This design comes from an exercise in tuning for small area and a short achievable clock period on the open sky130 flow, not from production work.
Function was not checked in any run shown here: the RTL went through the layout flow alone.

==> flow/design.v (outline; a module is shown in full before it is edited, if it fits) <==
// module mas_ripple_carry_adder_4b: 18 lines
// module mas_ripple_carry_adder_8b: 27 lines
// module mas_ripple_carry_adder_16b: 27 lines
// module mas_ripple_carry_adder_32b: 27 lines
// module mas_mul_vedic_2x2: 10 lines
// module mas_mul_vedic_4x4: 46 lines
// module mas_mul_vedic_8x8: 46 lines
// module mas_mul_vedic_16x16: 46 lines
// module mas_mul_vedic_32x32: 1749 lines
// module mas_mul_fa: 4 lines
// module mas_mul_ha: 4 lines
// module mas_mul_bsel: 3 lines
// module mas_mul_bseli: 3 lines
// module mas_mul_hai: 4 lines
module mas_mul_vedic_32x32 (
  input               clk,
  input               rstn,
  input        [31:0] in1,
  input        [31:0] in2,
  output logic [63:0] res
);
  // ...
==> flow/run.sh <==
#!/bin/bash
# synth_recipe.tcl (not shown) runs the flow's synth.tcl, then flattens the netlist and writes it again
# the make line also repeats each setting of config.mk as NAME=value (left out here)
make -C /OpenROAD-flow-scripts/flow DESIGN_CONFIG=/design/flow/config.mk WORK_HOME=/design/flow/orfs CLKGATE_MAP_FILE= SYNTH_SCRIPT=/design/flow/synth_recipe.tcl finish
==> flow/config.mk <==
export PLATFORM = sky130hd
export DESIGN_NAME = mas_mul_vedic_32x32
export DESIGN_NICKNAME = mas_mul_vedic_32x32
export VERILOG_FILES = /design/flow/design.v
export SDC_FILE = /design/flow/constraint.sdc
export NUM_CORES = 4
export LEC_CHECK = 0
export CAP_MARGIN = 20
export CORE_MARGIN = 2
export CORE_UTILIZATION = 40
export SLEW_MARGIN = 20
export SYNTH_HIERARCHICAL = 1
==> flow/constraint.sdc <==
create_clock -name core_clock -period 25.0 [get_ports {clk}]
set_input_delay 5.0000 -clock core_clock [delete_from_list [all_inputs] [get_ports {clk}]]
set_output_delay 5.0000 -clock core_clock [all_outputs]
set_load 0.01 [all_outputs]
==> key figures, run 1 <==
Logic synthesis
  – Mapped Nets: around 3,500
  – Mapped Cells: between 2,000 and 3,000
  – Post-Syn Area: 0.0277 mm^2
  – Post-synthesis sequential area ratio: 0.121
  – Syn avg cell area: just under 10 um^2
  – Main synth FF type: dfrtp_1

Cells and area
  – Buffering overhead: 0.0622
  – Clock buffer count: 17
  – Non-clk bufs: 208
  – Area delta synth->final: 9.19%
  – Top reg by flops: res
  – ClkCell Share: 0.0202
  – Fraction of area in multi-input gates: 0.742

Clock tree
  – CTS Hold Bufs: 0
  – Clk buf depth: 2

Status
  – Status: no timing/DRC/antenna violations

Setup path
  – Worst setup endpoint: res[59]$_DFF_PN0_
  – FF-to-FF End: res[59]$_DFF_PN0_
  – CP Class: reg -> reg

Min path
  – Hold path start: bone[0]$_DFF_P_

Floorplanning
  – Die Area: just over 0.07 mm^2
  – # Taps: approximately 930

Timing
  – Fin Setup TNS: 0 ps
==> run 2: changes to the inputs <==
--- a/flow/design.v
+++ b/flow/design.v
@@ -1986,18 +1986,261 @@
 wire s1042, c1043;
 mas_mul_fa u_s1042 (.a(pp_15_31), .b(s921), .c(c920), .s(s1042), .co(c1043));
 wire s1044, c1045;
 mas_mul_fa u_s1044 (.a(s923), .b(c922), .c(pp_15_32), .s(s1044), .co(c1045));
 wire s1046, c1047;
 mas_mul_fa u_s1046 (.a(neg_15), .b(pp_16_30), .c(pp_16_31), .s(s1046), .co(c1047));
 wire [63:0] nx = {c1045, c1043, c1041, c1039, c1037, c1035, c1033, c1031, c1029, c1027, c1025, c1023, c1021, c1019, c1017, c1015, c1013, c1011, c1009, c1007, c1005, c1003, c1001, c999, c997, c995, c993, c991, c989, c987, c985, c983, c981, c979, c977, c975, c973, c971, c969, c967, c965, c963, c961, c959, c957, c955, c953, c951, c949, c947, c945, c943, c941, c939, c937, c935, c933, c931, c929, c927, c925, s924, pp_0_1, nneg_0};
 wire [63:0] ny = {s1046, s1044, s1042, s1040, s1038, s1036, s1034, s1032, s1030, s1028, s1026, s1024, s1022, s1020, s1018, s1016, s1014, s1012, s1010, s1008, s1006, s1004, s1002, s1000, s998, s996, s994, s992, s990, s988, s986, s984, s982, s980, s978, s976, s974, s972, s970, s968, s966, s964, s962, s960, s958, s956, s954, s952, s950, s948, s946, s944, s942, s940, s938, s936, s934, s932, s930, s928, s926, pp_1_0, 1'b1, pp_0_0};
-wire [64:0] sm = {nx, 1'b1} + {ny, 1'b1};
-assign p = ~sm[64:1];
+wire [63:0] g0 = nx & ny;
+wire [63:0] p0 = nx ^ ny;
+wire gg0 = g0[0] | p0[0];
+wire bg1048 = g0[1] | (p0[1] & gg0);
+wire bp1049 = p0[1] & p0[0];
+wire bg1050 = g0[3] | (p0[3] & g0[2]);
+wire bp1051 = p0[3] & p0[2];
+wire bg1052 = g0[5] | (p0[5] & g0[4]);
+wire bp1053 = p0[5] & p0[4];
+wire bg1054 = g0[7] | (p0[7] & g0[6]);
+wire bp1055 = p0[7] & p0[6];
+wire bg1056 = g0[9] | (p0[9] & g0[8]);
+wire bp1057 = p0[9] & p0[8];
+wire bg1058 = g0[11] | (p0[11] & g0[10]);
+wire bp1059 = p0[11] & p0[10];
+wire bg1060 = g0[13] | (p0[13] & g0[12]);
+wire bp1061 = p0[13] & p0[12];
+wire bg1062 = g0[15] | (p0[15] & g0[14]);
+wire bp1063 = p0[15] & p0[14];
+wire bg1064 = g0[17] | (p0[17] & g0[16]);
+wire bp1065 = p0[17] & p0[16];
+wire bg1066 = g0[19] | (p0[19] & g0[18]);
+wire bp1067 = p0[19] & p0[18];
+wire bg1068 = g0[21] | (p0[21] & g0[20]);
+wire bp1069 = p0[21] & p0[20];
+wire bg1070 = g0[23] | (p0[23] & g0[22]);
+wire bp1071 = p0[23] & p0[22];
+wire bg1072 = g0[25] | (p0[25] & g0[24]);
+wire bp1073 = p0[25] & p0[24];
+wire bg1074 = g0[27] | (p0[27] & g0[26]);
+wire bp1075 = p0[27] & p0[26];
+wire bg1076 = g0[29] | (p0[29] & g0[28]);
+wire bp1077 = p0[29] & p0[28];
+wire bg1078 = g0[31] | (p0[31] & g0[30]);
+wire bp1079 = p0[31] & p0[30];
+wire bg1080 = g0[33] | (p0[33] & g0[32]);
+wire bp1081 = p0[33] & p0[32];
+wire bg1082 = g0[35] | (p0[35] & g0[34]);
+wire bp1083 = p0[35] & p0[34];
+wire bg1084 = g0[37] | (p0[37] & g0[36]);
+wire bp1085 = p0[37] & p0[36];
+wire bg1086 = g0[39] | (p0[39] & g0[38]);
+wire bp1087 = p0[39] & p0[38];
+wire bg1088 = g0[41] | (p0[41] & g0[40]);
+wire bp1089 = p0[41] & p0[40];
+wire bg1090 = g0[43] | (p0[43] & g0[42]);
+wire bp1091 = p0[43] & p0[42];
+wire bg1092 = g0[45] | (p0[45] & g0[44]);
+wire bp1093 = p0[45] & p0[44];
+wire bg1094 = g0[47] | (p0[47] & g0[46]);
+wire bp1095 = p0[47] & p0[46];
+wire bg1096 = g0[49] | (p0[49] & g0[48]);
+wire bp1097 = p0[49] & p0[48];
+wire bg1098 = g0[51] | (p0[51] & g0[50]);
+wire bp1099 = p0[51] & p0[50];
+wire bg1100 = g0[53] | (p0[53] & g0[52]);
+wire bp1101 = p0[53] & p0[52];
+wire bg1102 = g0[55] | (p0[55] & g0[54]);
+wire bp1103 = p0[55] & p0[54];
+wire bg1104 = g0[57] | (p0[57] & g0[56]);
+wire bp1105 = p0[57] & p0[56];
+wire bg1106 = g0[59] | (p0[59] & g0[58]);
+wire bp1107 = p0[59] & p0[58];
+wire bg1108 = g0[61] | (p0[61] & g0[60]);
+wire bp1109 = p0[61] & p0[60];
+wire bg1110 = g0[63] | (p0[63] & g0[62]);
+wire bp1111 = p0[63] & p0[62];
+wire bg1112 = bg1050 | (bp1051 & bg1048);
+wire bp1113 = bp1051 & bp1049;
+wire bg1114 = bg1054 | (bp1055 & bg1052);
+wire bp1115 = bp1055 & bp1053;
+wire bg1116 = bg1058 | (bp1059 & bg1056);
+wire bp1117 = bp1059 & bp1057;
+wire bg1118 = bg1062 | (bp1063 & bg1060);
+wire bp1119 = bp1063 & bp1061;
+wire bg1120 = bg1066 | (bp1067 & bg1064);
+wire bp1121 = bp1067 & bp1065;
+wire bg1122 = bg1070 | (bp1071 & bg1068);
+wire bp1123 = bp1071 & bp1069;
+wire bg1124 = bg1074 | (bp1075 & bg1072);
+wire bp1125 = bp1075 & bp1073;
+wire bg1126 = bg1078 | (bp1079 & bg1076);
+wire bp1127 = bp1079 & bp1077;
+wire bg1128 = bg1082 | (bp1083 & bg1080);
+wire bp1129 = bp1083 & bp1081;
+wire bg1130 = bg1086 | (bp1087 & bg1084);
+wire bp1131 = bp1087 & bp1085;
+wire bg1132 = bg1090 | (bp1091 & bg1088);
+wire bp1133 = bp1091 & bp1089;
+wire bg1134 = bg1094 | (bp1095 & bg1092);
+wire bp1135 = bp1095 & bp1093;
+wire bg1136 = bg1098 | (bp1099 & bg1096);
+wire bp1137 = bp1099 & bp1097;
+wire bg1138 = bg1102 | (bp1103 & bg1100);
+wire bp1139 = bp1103 & bp1101;
+wire bg1140 = bg1106 | (bp1107 & bg1104);
+wire bp1141 = bp1107 & bp1105;
+wire bg1142 = bg1110 | (bp1111 & bg1108);
+wire bp1143 = bp1111 & bp1109;
+wire bg1144 = bg1114 | (bp1115 & bg1112);
+wire bp1145 = bp1115 & bp1113;
+wire bg1146 = bg1118 | (bp1119 & bg1116);
+wire bp1147 = bp1119 & bp1117;
+wire bg1148 = bg1122 | (bp1123 & bg1120);
+wire bp1149 = bp1123 & bp1121;
+wire bg1150 = bg1126 | (bp1127 & bg1124);
+wire bp1151 = bp1127 & bp1125;
+wire bg1152 = bg1130 | (bp1131 & bg1128);
+wire bp1153 = bp1131 & bp1129;
+wire bg1154 = bg1134 | (bp1135 & bg1132);
+wire bp1155 = bp1135 & bp1133;
+wire bg1156 = bg1138 | (bp1139 & bg1136);
+wire bp1157 = bp1139 & bp1137;
+wire bg1158 = bg1142 | (bp1143 & bg1140);
+wire bp1159 = bp1143 & bp1141;
+wire bg1160 = bg1146 | (bp1147 & bg1144);
+wire bp1161 = bp1147 & bp1145;
+wire bg1162 = bg1150 | (bp1151 & bg1148);
+wire bp1163 = bp1151 & bp1149;
+wire bg1164 = bg1154 | (bp1155 & bg1152);
+wire bp1165 = bp1155 & bp1153;
+wire bg1166 = bg1158 | (bp1159 & bg1156);
+wire bp1167 = bp1159 & bp1157;
+wire bg1168 = bg1162 | (bp1163 & bg1160);
+wire bp1169 = bp1163 & bp1161;
+wire bg1170 = bg1166 | (bp1167 & bg1164);
+wire bp1171 = bp1167 & bp1165;
+wire bg1172 = bg1170 | (bp1171 & bg1168);
+wire bp1173 = bp1171 & bp1169;
+wire bg1174 = bg1164 | (bp1165 & bg1168);
+wire bp1175 = bp1165 & bp1169;
+wire bg1176 = bg1148 | (bp1149 & bg1160);
+wire bp1177 = bp1149 & bp1161;
+wire bg1178 = bg1152 | (bp1153 & bg1168);
+wire bp1179 = bp1153 & bp1169;
+wire bg1180 = bg1156 | (bp1157 & bg1174);
+wire bp1181 = bp1157 & bp1175;
+wire bg1182 = bg1116 | (bp1117 & bg1144);
+wire bp1183 = bp1117 & bp1145;
+wire bg1184 = bg1120 | (bp1121 & bg1160);
+wire bp1185 = bp1121 & bp1161;
+wire bg1186 = bg1124 | (bp1125 & bg1176);
+wire bp1187 = bp1125 & bp1177;
+wire bg1188 = bg1128 | (bp1129 & bg1168);
+wire bp1189 = bp1129 & bp1169;
+wire bg1190 = bg1132 | (bp1133 & bg1178);
+wire bp1191 = bp1133 & bp1179;
+wire bg1192 = bg1136 | (bp1137 & bg1174);
+wire bp1193 = bp1137 & bp1175;
+wire bg1194 = bg1140 | (bp1141 & bg1180);
+wire bp1195 = bp1141 & bp1181;
+wire bg1196 = bg1052 | (bp1053 & bg1112);
+wire bp1197 = bp1053 & bp1113;
+wire bg1198 = bg1056 | (bp1057 & bg1144);
+wire bp1199 = bp1057 & bp1145;
+wire bg1200 = bg1060 | (bp1061 & bg1182);
+wire bp1201 = bp1061 & bp1183;
+wire bg1202 = bg1064 | (bp1065 & bg1160);
+wire bp1203 = bp1065 & bp1161;
+wire bg1204 = bg1068 | (bp1069 & bg1184);
+wire bp1205 = bp1069 & bp1185;
+wire bg1206 = bg1072 | (bp1073 & bg1176);
+wire bp1207 = bp1073 & bp1177;
+wire bg1208 = bg1076 | (bp1077 & bg1186);
+wire bp1209 = bp1077 & bp1187;
+wire bg1210 = bg1080 | (bp1081 & bg1168);
+wire bp1211 = bp1081 & bp1169;
+wire bg1212 = bg1084 | (bp1085 & bg1188);
+wire bp1213 = bp1085 & bp1189;
+wire bg1214 = bg1088 | (bp1089 & bg1178);
+wire bp1215 = bp1089 & bp1179;
+wire bg1216 = bg1092 | (bp1093 & bg1190);
+wire bp1217 = bp1093 & bp1191;
+wire bg1218 = bg1096 | (bp1097 & bg1174);
+wire bp1219 = bp1097 & bp1175;
+wire bg1220 = bg1100 | (bp1101 & bg1192);
+wire bp1221 = bp1101 & bp1193;
+wire bg1222 = bg1104 | (bp1105 & bg1180);
+wire bp1223 = bp1105 & bp1181;
+wire bg1224 = bg1108 | (bp1109 & bg1194);
+wire bp1225 = bp1109 & bp1195;
+wire bg1226 = g0[2] | (p0[2] & bg1048);
+wire bp1227 = p0[2] & bp1049;
+wire bg1228 = g0[4] | (p0[4] & bg1112);
+wire bp1229 = p0[4] & bp1113;
+wire bg1230 = g0[6] | (p0[6] & bg1196);
+wire bp1231 = p0[6] & bp1197;
+wire bg1232 = g0[8] | (p0[8] & bg1144);
+wire bp1233 = p0[8] & bp1145;
+wire bg1234 = g0[10] | (p0[10] & bg1198);
+wire bp1235 = p0[10] & bp1199;
+wire bg1236 = g0[12] | (p0[12] & bg1182);
+wire bp1237 = p0[12] & bp1183;
+wire bg1238 = g0[14] | (p0[14] & bg1200);
+wire bp1239 = p0[14] & bp1201;
+wire bg1240 = g0[16] | (p0[16] & bg1160);
+wire bp1241 = p0[16] & bp1161;
+wire bg1242 = g0[18] | (p0[18] & bg1202);
+wire bp1243 = p0[18] & bp1203;
+wire bg1244 = g0[20] | (p0[20] & bg1184);
+wire bp1245 = p0[20] & bp1185;
+wire bg1246 = g0[22] | (p0[22] & bg1204);
+wire bp1247 = p0[22] & bp1205;
+wire bg1248 = g0[24] | (p0[24] & bg1176);
+wire bp1249 = p0[24] & bp1177;
+wire bg1250 = g0[26] | (p0[26] & bg1206);
+wire bp1251 = p0[26] & bp1207;
+wire bg1252 = g0[28] | (p0[28] & bg1186);
+wire bp1253 = p0[28] & bp1187;
+wire bg1254 = g0[30] | (p0[30] & bg1208);
+wire bp1255 = p0[30] & bp1209;
+wire bg1256 = g0[32] | (p0[32] & bg1168);
+wire bp1257 = p0[32] & bp1169;
+wire bg1258 = g0[34] | (p0[34] & bg1210);
+wire bp1259 = p0[34] & bp1211;
+wire bg1260 = g0[36] | (p0[36] & bg1188);
+wire bp1261 = p0[36] & bp1189;
+wire bg1262 = g0[38] | (p0[38] & bg1212);
+wire bp1263 = p0[38] & bp1213;
+wire bg1264 = g0[40] | (p0[40] & bg1178);
+wire bp1265 = p0[40] & bp1179;
+wire bg1266 = g0[42] | (p0[42] & bg1214);
+wire bp1267 = p0[42] & bp1215;
+wire bg1268 = g0[44] | (p0[44] & bg1190);
+wire bp1269 = p0[44] & bp1191;
+wire bg1270 = g0[46] | (p0[46] & bg1216);
+wire bp1271 = p0[46] & bp1217;
+wire bg1272 = g0[48] | (p0[48] & bg1174);
+wire bp1273 = p0[48] & bp1175;
+wire bg1274 = g0[50] | (p0[50] & bg1218);
+wire bp1275 = p0[50] & bp1219;
+wire bg1276 = g0[52] | (p0[52] & bg1192);
+wire bp1277 = p0[52] & bp1193;
+wire bg1278 = g0[54] | (p0[54] & bg1220);
+wire bp1279 = p0[54] & bp1221;
+wire bg1280 = g0[56] | (p0[56] & bg1180);
+wire bp1281 = p0[56] & bp1181;
+wire bg1282 = g0[58] | (p0[58] & bg1222);
+wire bp1283 = p0[58] & bp1223;
+wire bg1284 = g0[60] | (p0[60] & bg1194);
+wire bp1285 = p0[60] & bp1195;
+wire bg1286 = g0[62] | (p0[62] & bg1224);
+wire bp1287 = p0[62] & bp1225;
+wire [63:0] cc = {bg1286, bg1224, bg1284, bg1194, bg1282, bg1222, bg1280, bg1180, bg1278, bg1220, bg1276, bg1192, bg1274, bg1218, bg1272, bg1174, bg1270, bg1216, bg1268, bg1190, bg1266, bg1214, bg1264, bg1178, bg1262, bg1212, bg1260, bg1188, bg1258, bg1210, bg1256, bg1168, bg1254, bg1208, bg1252, bg1186, bg1250, bg1206, bg1248, bg1176, bg1246, bg1204, bg1244, bg1184, bg1242, bg1202, bg1240, bg1160, bg1238, bg1200, bg1236, bg1182, bg1234, bg1198, bg1232, bg1144, bg1230, bg1196, bg1228, bg1112, bg1226, bg1048, gg0, 1'b1};
+assign p = ~(p0 ^ cc);
 endmodule
 module mas_mul_fa (input a, input b, input c, output s, output co);
 assign s  = a ^ b ^ c;
 assign co = (a & b) | (a & c) | (b & c);
 endmodule
 module mas_mul_ha (input a, input b, output s, output co);
 assign s  = a ^ b;
 assign co = a & b;
==> flow/flow/run.sh (new file) <==
#!/bin/bash
# The standard layout, with plain buffers (not delay cells) on the ports.
export BUFFER_PORTS_ARGS="-buffer_cell sky130_fd_sc_hd__buf_2"
bash standard.sh > standard.log 2>&1
==> flow/standard.sh (new file) <==
#!/bin/bash
# synth_recipe.tcl (not shown) runs the flow's synth.tcl, then flattens the netlist and writes it again
# the make line also repeats each setting of config.mk as NAME=value (left out here)
make -C /OpenROAD-flow-scripts/flow DESIGN_CONFIG=/design/flow/config.mk WORK_HOME=/design/flow/orfs CLKGATE_MAP_FILE= SYNTH_SCRIPT=/design/flow/synth_recipe.tcl "${@:-finish}"
==> flow/config.mk (replaced) <==
export PLATFORM = sky130hd
export DESIGN_NAME = mas_mul_vedic_32x32
export DESIGN_NICKNAME = mas_mul_vedic_32x32
export VERILOG_FILES = /design/flow/design.v
export SDC_FILE = /design/flow/constraint.sdc
export NUM_CORES = 4
export LEC_CHECK = 0
export ABC_AREA = 1
export CAP_MARGIN = 20
export CORE_MARGIN = 2
export CORE_UTILIZATION = 40
export SLEW_MARGIN = 20
export SYNTH_HIERARCHICAL = 1
removed: flow/run.sh
==> key figures, run 2 <==
Placed design
  – GP Congestion: 0.945 (was 1.03)
  – Number of port buffers: 129 (unchanged)
  – Post-DP Area: 0.0279 mm^2 (was 0.0297 mm^2)
  – DP Cell Count: 3,512 (was 3,640)
  – Detailed Place HPWL: 62,900 um (was 64,300 um)

Drt
  – Drt wl/cell: 26.8 um (was 26.6 um)
  – Drt total wl: 94,900 um (was 97,800 um)
  – DR DRC count: 0 (unchanged)
  – Antenna-violating nets left: 0 (unchanged)
  – Vias: 21,600 (was 22,600)
  – Pre-antenna DRT Iters: 7 (unchanged)
  – Initial DRC Count: 2,652 (was 2,756)
  – Avg Vias per Cell: 6.09 (was 6.15)

Logic synthesis
  – Main synth FF type: dfrtp_1 (unchanged)
  – Mapped Nets: 3,364 (was 3,450)
  – Syn avg cell area: 9.89 um^2 (was 9.90 um^2)
  – Area contributors post-synth: fa_1, xor2_1, o22ai_1, dfrtp_1, ha_1 (was fa_1, xnor2_1, a22oi_1, dfrtp_1, ha_1)
  – Post-synthesis sequential area ratio: 0.127 (was 0.121)
  – Yosys Warn Count: 7 (unchanged)
  – Yosys top cell by area: fa_1 (unchanged)
  – Top cell type's share of synthesized area: 0.377 (was 0.339)
  – EDFF count, synth: 0 (unchanged)
  – Mapped Cells: 2,685 (was 2,801)
  – Yosys cell types: 37 (was 56)
  – Count leader, synth: xor2_1 (was xnor2_1)
  – Top cells by count, synth: xor2_1, fa_1, o22ai_1 (was xnor2_1, a22oi_1, fa_1)
  – Post-synth ARST share: 0.667 (unchanged)
  – Synth Register Bits: 144 (unchanged)
  – Post-Syn Area: 0.0266 mm^2 (was 0.0277 mm^2)

Cells and area
  – Max reg flops: 64 (unchanged)
  – Area delta synth->final: 7.39% (was 9.19%)
  – Top reg by flops: res (unchanged)
  – Design area: 0.0285 mm^2 (was 0.0303 mm^2)
  – Commonest cells after routing, fill and taps aside: xor2_1, fa_1, o22ai_1 (was xnor2_1, a22oi_1, fa_1)
  – Post-route insts no fill: 3,545 (was 3,673)
  – Commonest non-fill, non-tap cell in the layout: xor2_1 (was xnor2_1)
  – Largest regs: res (64), a (32) (unchanged)
  – Layout net count: 3,346 (was 3,377)
  – Fraction of layout cells with a size suffix above 1: 0.116 (was 0.0595)

Timing
  – Worst slew pin tran: 1100 ps (was 1050 ps)
  – Slew Limit Fails: 0 (unchanged)
  – Worst slew margin: 0.268 (was 0.298)
  – RSZ-0062 raised after global routing: false (unchanged)
  – Final setup violation count: 0 (unchanged)
  – Tcrit/Tclk final: 0.284 (was 0.303)
  – Max Freq: 0.141 GHz (was 0.132 GHz)
  – Final Hold Fails: 0 (unchanged)
  – Period minus WS final: 7090 ps (was 7580 ps)
  – Clock Skews: 17.6 ps (was 23.4 ps)
  – Fin Setup TNS: 0 ps (unchanged)

Clock tree
  – CTS Sinks: 144 (unchanged)
  – Worst skew pair latency: 500 ps (was 510 ps)
  – CTS Hold Bufs: 0 (unchanged)
  – Cts bufs inserted: 17 (unchanged)
  – Clk buf depth: 2 (unchanged)
  – CTS tree: done (unchanged)
  – CTS H-Tree Depth: 4 (unchanged)
  – Post_cts resized: 0 (unchanged)
  – Clock-pin slew on the worst setup and hold paths: 70 ps (was 80 ps)
  – Post-CTS Setup Repair Bufs: 0 (unchanged)
  – Clock Tree Root: clkbuf_16 (unchanged)

Setup path
  – Worst Reg-to-Reg Cells: 23 (was 18)
  – Worst setup endpoint: res[61]$_DFF_PN0_ (was res[59]$_DFF_PN0_)
  – FF-to-FF End: res[61]$_DFF_PN0_ (was res[59]$_DFF_PN0_)
  – Critical path launch point type: flip-flop (unchanged)
  – CP max FO: 17 (was 33)
  – CP Class: reg -> reg (unchanged)
  – CP dominant cell by count: fa_1 (unchanged)
  – Cell family with most CP delay: adder cells (unchanged)
  – CP bufs+invs: 3 (was 0)
  – Highest-delay cell along the critical path: clkinv_1 (was dfrtp_2)
  – CP Data Required Time: 25,380 ps (about the same)
  – Worst Path Arrival: 7480 ps (was 7960 ps)
  – Crit path depth: 23 (was 18)
  – CP cell instances: clkinv_1, o22ai_1, xor2_1, fa_1, fa_1, fa_1, fa_1, fa_1, fa_1, ha_1, nand4_1, nor2_1, inv_1, nor3_4, nand2_4, nand2_4, nand2_4, nand2_4, nand2_2, nand2_2, inv_1, fa_1, xor2_1 (was a22oi_1, xnor2_1, fa_1, fa_1, fa_1, fa_1, fa_1, fa_1, ha_1, nand2_1, nor4_1, nand2_1, o311ai_2, o31ai_2, o211a_1, o21ai_1, a21oi_1, xor2_1)
  – Critical Path Sink Type: flip-flop (unchanged)
  – R2r setup slk: 17,910 ps (was 17,420 ps)
  – Max stage delay on crit path: 770 ps (was 990 ps)
  – Worst Setup SP: a[31]$_DFF_PN0_ (was a[28]$_DFF_PN0_)
  – Reg-to-reg startpoint: a[31]$_DFF_PN0_ (was a[28]$_DFF_PN0_)

GRT
  – Initial antenna violation count: 1 (unchanged)
  – Largest net degree at the start of global routing: 59 (was 51)
  – First-pass GRT wire length: 144,000 um (was 148,000 um)
  – Vias in the first global route: 23,900 (was 23,800)
  – Total congestion overflow: 0 (unchanged)
  – Total Routing Usage GR: 0.283 (was 0.278)

Floorplanning
  – Number of I/O pins: 130 (unchanged)
  – Die Height: 262 um (was 267 um)
  – Die Area: 0.0685 mm^2 (was 0.0714 mm^2)
  – Initial core utilization: 0.404 (about the same)
  – Die width: 262 um (was 267 um)
  – Core Area: 0.0657 mm^2 (was 0.0686 mm^2)
  – FP Rows: 94 (was 96)

Flow run
  – Maxcap violations: 0 (unchanged)

Min path
  – Worst hold path type: reg -> reg (unchanged)

Status
  – Status: no timing/DRC/antenna violations (unchanged)
==> run 2: final cells by class <==
type	instances	area [um^2]
well taps	864	1080
flip-flops and latches	144	3360
clock buffers	17	425
repair buffers	207	1230
diodes	1	2.50
fillers	6328	37200
multi-input cells	1947	20900
inverters	350	1320
clock inverters	15	196
==> run 2: worst min path at each step <==
stage                    startpoint  slack, ps          endpoint  cells past startpoint
global route        bone[0]$_DFF_P_        510  res[0]$_DFF_PN0_                      2
detailed placement  bone[0]$_DFF_P_        470  res[0]$_DFF_PN0_                      2
finish              bone[0]$_DFF_P_        470  res[0]$_DFF_PN0_                      2
CTS                 bone[0]$_DFF_P_        480  res[0]$_DFF_PN0_                      2
global placement    bone[0]$_DFF_P_        450  res[0]$_DFF_PN0_                      2
floorplan           bone[0]$_DFF_P_        420  res[0]$_DFF_PN0_                      2
==> run 2: logic make-up (layout without fill, tap and decap cells) <==
family,Yosys count,after routing,share of synthesized area
compound gates,547,547,0.131
xor+xnor,557,557,0.184
buf+inv,594,589,0.0864
fa+ha+maj,613,613,0.430
simple gates,215,215,0.0360
mux,15,15,0.00636
other cells,0,1,0
flops,144,144,0.127
==> run 2: per-layer routing <==
| metal | vias to the layer above | track usage | part of all wire |
|---|---|---|---|
| li1 | 8707 | - | - |
| met1 | 10800 | 0.333 | 0.35 |
| met2 | 1610 | 0.448 | 0.46 |
| met3 | 445 | 0.0958 | 0.12 |
| met4 | 2 | 0.174 | 0.067 |
| met5 | - | 0 | 0.000095 |
==> run 2: stage by stage <==
step	utilization	hold slack [ps]	worst slack, ps
6_report	0.434	471	17910
2_1_floorplan	-	423	19260
3_5_place_dp	0.424	468	17950
3_3_place_gp	0.424	454	18050
4_1_cts	0.434	475	17920
5_1_grt	0.434	505	17600
==> run 2: per-module statistics from Yosys (local to each module, per instance) <==
module               flip-flops and latches  times used
mas_mul_vedic_32x32                     144           1
mas_mul_hai                               0          41
mas_mul_fa                                0         469
mas_mul_ha                                0          11
==> run 2: tightest hold or removal path, cell delays in order, from the launching register on <==
cell	delay, ps
dfxtp_1	330
nand2_1	60
inv_1	50

re-timing with driven ports:
Ports are ideal in the flow. The routed layouts listed here were re-timed in OpenROAD. Step 1 sets driving cells, clkbuf_16 on the clock port and buf_2 on the other inputs (assumed; they add their load-dependent delay and slew). Step 2 also shifts input and output timing later by t, the mid clock arrival at the registers, as if the neighbouring blocks saw the same clock. Slacks: ideal ports / drivers / drivers and shift; pairs: ideal ports / drivers.
run | t (ns) | setup WS [ns] | latest minus earliest clock arrival (ns) | worst slew at a driven data input, ns
run 1 | 0.565 | 17.421 / 17.421 / 17.421 | 0.024 / 0.024 | 0.05
run 2 | 0.554 | 17.908 / 17.908 / 17.908 | 0.017 / 0.017 | 0.05
After both steps every run listed still meets setup and hold.
